What follows belongs to an exercise in optimizing a design on an open flow for small area, a short achievable clock period and few clock cycles; a production flow would make more cautious choices.
Where RTL was checked, it was by simulation tests only, not by an equivalence proof against the original.

run 1:
==> flow/design.v (excerpt) <==
module Gcd(
	input [15:0] d1,
	input [15:0] d2,
	input clk,
	input rst,
	input start,
	output ready,
	output [15:0] gcd,
	output finished_flag
);
Size in the first run: ~720 cells after synthesis, about 4600 um^2 of cells after synthesis.
==> flow/config.mk <==
export PLATFORM = sky130hd
export DESIGN_NAME = Gcd
export DESIGN_NICKNAME = Gcd
export VERILOG_FILES = /design/flow/design.v
export SDC_FILE = /design/flow/constraint.sdc
export NUM_CORES = 4
export LEC_CHECK = 0
export ABC_AREA = 1
export CAP_MARGIN = 20
export CORE_MARGIN = 2
export CORE_UTILIZATION = 40
export PLACE_DENSITY = 0.6
export SETUP_SLACK_MARGIN = 1.0
export SLEW_MARGIN = 20
==> flow/constraint.sdc <==
create_clock -name core_clock -period 4.5 [get_ports {clk}]
set_input_delay 0.9000 -clock core_clock [delete_from_list [all_inputs] [get_ports {clk}]]
set_output_delay 0.9000 -clock core_clock [all_outputs]
set_load 0.01 [all_outputs]
run.sh (not shown) runs the stock make flow with config.mk's settings and CLKGATE_MAP_FILE= SYNTH_SCRIPT=/design/flow/synth_recipe.tcl, a recipe that flattens the netlist after the stock synthesis.
Setup changes, run 1 to run 2
Settings: PLACE_DENSITY changed from 0.6 to 0.8; CORE_UTILIZATION changed from 40 to 65; SETUP_SLACK_MARGIN changed from 1.0 to 0.6.
Notes after the runs:
- Changes observed in run 2 relative to run 1: fraction of standard cell area that is sequential higher; final area lower; die area lower; fmax lower.
- Note that the met3 layer wire length in the routed design recorded for run 1 amounts to 0.46 times the value seen in run 2.
- Non-clock inverter total of the final layout came out lower on run 2 than on run 1.
The inputs of run 3 differ from those of run 2 as listed below.
Settings: changing SETUP_SLACK_MARGIN from 0.6 to 0.
## What came out
Relative to run 2, final design area excluding fillers decreased by about 5.3% in run 3.
On global-route usage, the higher figure sits with run 2, not run 3.
Worst setup path endpoint = a[11]$_DFF_P_: run 2; worst setup path endpoint = a[0]$_DFFE_PP_: run 3
Maximum fanout along the worst path (lower): run 2
Modified inputs, run 4 compared to run 3
Settings: clearing SETUP_SLACK_MARGIN, which used to be 0; swapping 65 for 40 in CORE_UTILIZATION; swapping 0.8 for 0.6 in PLACE_DENSITY.
==> flow/flow/run.sh (new file) <==
#!/bin/bash
# Standard layout, except that synthesis leaves the adder cells (fa/ha) to
# abc instead of mapping them first (ADDER_MAP_FILE empty).
set -euo pipefail
bash standard.sh ADDER_MAP_FILE= synth > synth.log 2>&1
bash standard.sh > layout.log 2>&1
==> flow/standard.sh (new file) <==
#!/bin/bash
# synth_recipe.tcl (not shown) runs the flow's synth.tcl, then flattens the netlist and writes it again
# the make line also repeats each setting of config.mk as NAME=value (left out here)
make -C /OpenROAD-flow-scripts/flow DESIGN_CONFIG=/design/flow/config.mk WORK_HOME=/design/flow/orfs CLKGATE_MAP_FILE= SYNTH_SCRIPT=/design/flow/synth_recipe.tcl "${@:-finish}"
removed: flow/run.sh
### Flow results
- Going from run 3 to run 4, final cell count moved up, sequential portion of the cell area climbed 0.93 points.
No run of this note included a check of the RTL's function; only the layout flow was run.

Gcd, a different RTL version from the one above (not shown whole).
Size in the first run: roughly 700 cells after synthesis, ~53 I/O pins, ~0.0041 sq mm of cells after synthesis.
export LEC_CHECK = 0
export ABC_AREA = 1
export CAP_MARGIN = 20
export CORE_MARGIN = 2
export CORE_UTILIZATION = 40
export PLACE_DENSITY = 0.6
export SETUP_SLACK_MARGIN = 0.8
export SLEW_MARGIN = 20
create_clock -name core_clock -period 4.5 [get_ports {clk}]
standard.sh (not shown) runs the stock make flow with config.mk's settings and CLKGATE_MAP_FILE= SYNTH_SCRIPT=/design/flow/synth_recipe.tcl, a recipe that flattens the netlist after the stock synthesis.
==> flow/flow/run.sh <==
#!/bin/bash
# Standard layout, except that synthesis leaves the adder cells (fa/ha) to
# abc instead of mapping them first (ADDER_MAP_FILE empty).
set -euo pipefail
bash standard.sh ADDER_MAP_FILE= synth > synth.log 2>&1
bash standard.sh > layout.log 2>&1
==> next run, changes <==
SETUP_SLACK_MARGIN = 1.2   (was 0.8)
Outcome: The new run finished clean. Die area does not change. Count of clock-buffer cells in the layout is unchanged. Cell count stays flat. Hold slack is about the same. First-iteration DRC count climbs by 0.65%. Synthesized cell count is unchanged. Global-route usage rises by 0.29 points.
No functional check of the RTL was part of any run of this note.

Gcd, a different RTL version from the one above (not shown whole).
Size in the first run: about 690 cells after synthesis, about 53 I/O pins.
Settings: LEC_CHECK=0, ABC_AREA=1, CAP_MARGIN=20, CORE_MARGIN=2, CORE_UTILIZATION=40, PLACE_DENSITY=0.6, SETUP_SLACK_MARGIN=1.6, SLEW_MARGIN=20; clock period 4.5 ns.
Scripts as last shown in full above: flow/flow/run.sh
Testbench counts at the start, summed over its fixed seeds: cycles 21,896.
Then changed:
Settings changed: SETUP_SLACK_MARGIN 1.6 to 2.0.
Effect: The changed run produced a clean layout; synthesized area does not change; non-clock buffer count increases by 56.
Then changed:
==> flow/flow/run.sh (replaced) <==
#!/bin/bash
# Standard layout, except:
# - synthesis leaves the adder cells (fa/ha) to abc instead of mapping them
#   first (ADDER_MAP_FILE empty), and abc runs flow/abc.script: ORFS's area
#   script without its final upsize/dnsize passes (the layout's own repair
#   sizes the cells);
# - the port buffers are sky130_fd_sc_hd__buf_2 instead of the cell
#   buffer_ports picks by itself (clkdlybuf4s50_1).
set -euo pipefail
here=$PWD
cat > my_synth.tcl <<TCL
proc abc {args} {
  set i [lsearch -exact \$args -script]
  if {\$i >= 0} { lset args [expr {\$i + 1}] $here/flow/abc.script }
  puts "abc with script $here/flow/abc.script"
  yosys abc {*}\$args
}
TCL
cat synth_recipe.tcl >> my_synth.tcl
bash standard.sh ADDER_MAP_FILE= SYNTH_SCRIPT=$here/my_synth.tcl synth > synth.log 2>&1
bash standard.sh "BUFFER_PORTS_ARGS=-buffer_cell sky130_fd_sc_hd__buf_2" > layout.log 2>&1
==> flow/flow/abc.script (new file) <==
strash
dch
map -B 0.9
topo
stime -c
buffer -c
Settings changed: SETUP_SLACK_MARGIN 2.0 to 1.2.
=>
- sequential share of layout area goes up by 6.4 points
- via count goes down by 14%
- wire length goes down by 22%
- critical path depth goes up by 1
- area after synthesis goes down by 4.3%
- global-route usage goes down by 3.3 points
- worst hold slack got worse by 21 ps
- count of clock-buffer cells in the layout goes up by 2
Then changed:
Settings changed: CORE_UTILIZATION 40 to 55, PLACE_DENSITY 0.6 to 0.7.
=> Core utilization increases by 16 points; cell count decreases by 4.1%; global-route usage increases by 7.5 points.
Then changed:
Settings changed: CORE_UTILIZATION 55 to 40, PLACE_DENSITY 0.7 to 0.6, SETUP_SLACK_MARGIN 1.2 to 1.5.
Effect: Hold slack gets better by 13 ps; register-to-register slack improves by 160 ps; die area rose by 36%; core utilization went down by 13 points; global-route usage drops by 7.0 points; wire length rises by about 7.5%; final cell count grows by 6.1%; worst setup slack is better by 230 ps; count of clock-buffer cells in the layout grows by 2.
Then changed:
--- a/flow/flow/run.sh
+++ b/flow/flow/run.sh
@@ -6,3 +6,3 @@
 #   sizes the cells);
-# - the port buffers are sky130_fd_sc_hd__buf_2 instead of the cell
+# - the port buffers are sky130_fd_sc_hd__buf_1 instead of the cell
 #   buffer_ports picks by itself (clkdlybuf4s50_1).
@@ -20,2 +20,2 @@
 bash standard.sh ADDER_MAP_FILE= SYNTH_SCRIPT=$here/my_synth.tcl synth > synth.log 2>&1
-bash standard.sh "BUFFER_PORTS_ARGS=-buffer_cell sky130_fd_sc_hd__buf_2" > layout.log 2>&1
+bash standard.sh "BUFFER_PORTS_ARGS=-buffer_cell sky130_fd_sc_hd__buf_1" > layout.log 2>&1
Settings changed: SETUP_SLACK_MARGIN 1.5 to 1.2.
Result: Count of clock-buffer cells in the layout does not change. First-iteration DRC count increases by 23%. Via count stays flat. Register-to-register slack is worse by 220 ps. Cell count decreases by 1.2%. Cell area decreases by 7.5%. Maximum frequency decreases by 5.8%. Global-route usage decreases by 1.5 points. Routed wire length decreases by 5.6%.

[afterwards: timing with drivers on the ports]
In the flow no input, the clock included, has a driving cell. The finished layouts below were timed again as built, in two steps. Step 1 (the two cells are an assumption about what drives the block):
set clk [get_ports {clk}]
set_driving_cell -lib_cell sky130_fd_sc_hd__clkbuf_16 $clk
set_driving_cell -lib_cell sky130_fd_sc_hd__buf_2 [delete_from_list [all_inputs] $clk]
Step 2 moves the port delays by t, midway between the first and last clock arrival at a register: inputs arrive t later, outputs are due t later. That takes back most of the time a late clock gives input paths. Three values: ideal, step 1, step 2; two values: the first two.
| run | t, ns | setup slack, ns | worst setup path at the end | clock arrival spread, ns | worst register clock-pin slew, ns |
|---|---|---|---|---|---|
| run 1 | 0.332 | 1.060 / 1.060 / 1.060 | register to register | 0.008 / 0.007 | 0.06 / 0.06 |
| run 2 | 0.330 | 0.674 / 0.666 / 0.674 | register to register | 0.012 / 0.013 | 0.09 / 0.09 |
| run 3 | 0.326 | 0.335 / 0.335 / 0.335 | register to register | 0.012 / 0.011 | 0.08 / 0.08 |
| run 4 | 0.316 | 0.555 / 0.555 / 0.555 | register to register | 0.013 / 0.014 | 0.08 / 0.08 |
| the first run of note 2 | 0.318 | 1.026 / 0.996 / 1.210 | register to register | 0.012 / 0.012 | 0.08 / 0.08 |
| the second run of note 2 | 0.321 | 1.401 / 1.369 / 1.489 | register to register | 0.012 / 0.012 | 0.08 / 0.08 |
| the first run of note 3 | 0.323 | 1.536 / 1.536 / 1.536 | register to register | 0.007 / 0.007 | 0.08 / 0.08 |
| the second run of note 3 | 0.336 | 1.631 / 1.597 / 1.653 | register to register | 0.007 / 0.007 | 0.09 / 0.09 |
| the third run of note 3 | 0.315 | 1.394 / 1.369 / 1.505 | register to register | 0.010 / 0.011 | 0.08 / 0.08 |
| the fourth run of note 3 | 0.317 | 1.319 / 1.292 / 1.438 | register to register | 0.011 / 0.012 | 0.08 / 0.08 |
| the fifth run of note 3 | 0.314 | 1.551 / 1.526 / 1.596 | register to register | 0.012 / 0.011 | 0.08 / 0.08 |
| the sixth run of note 3 | 0.328 | 1.369 / 1.341 / 1.382 | register to register | 0.011 / 0.011 | 0.08 / 0.08 |
After both steps every run listed still meets setup and hold.
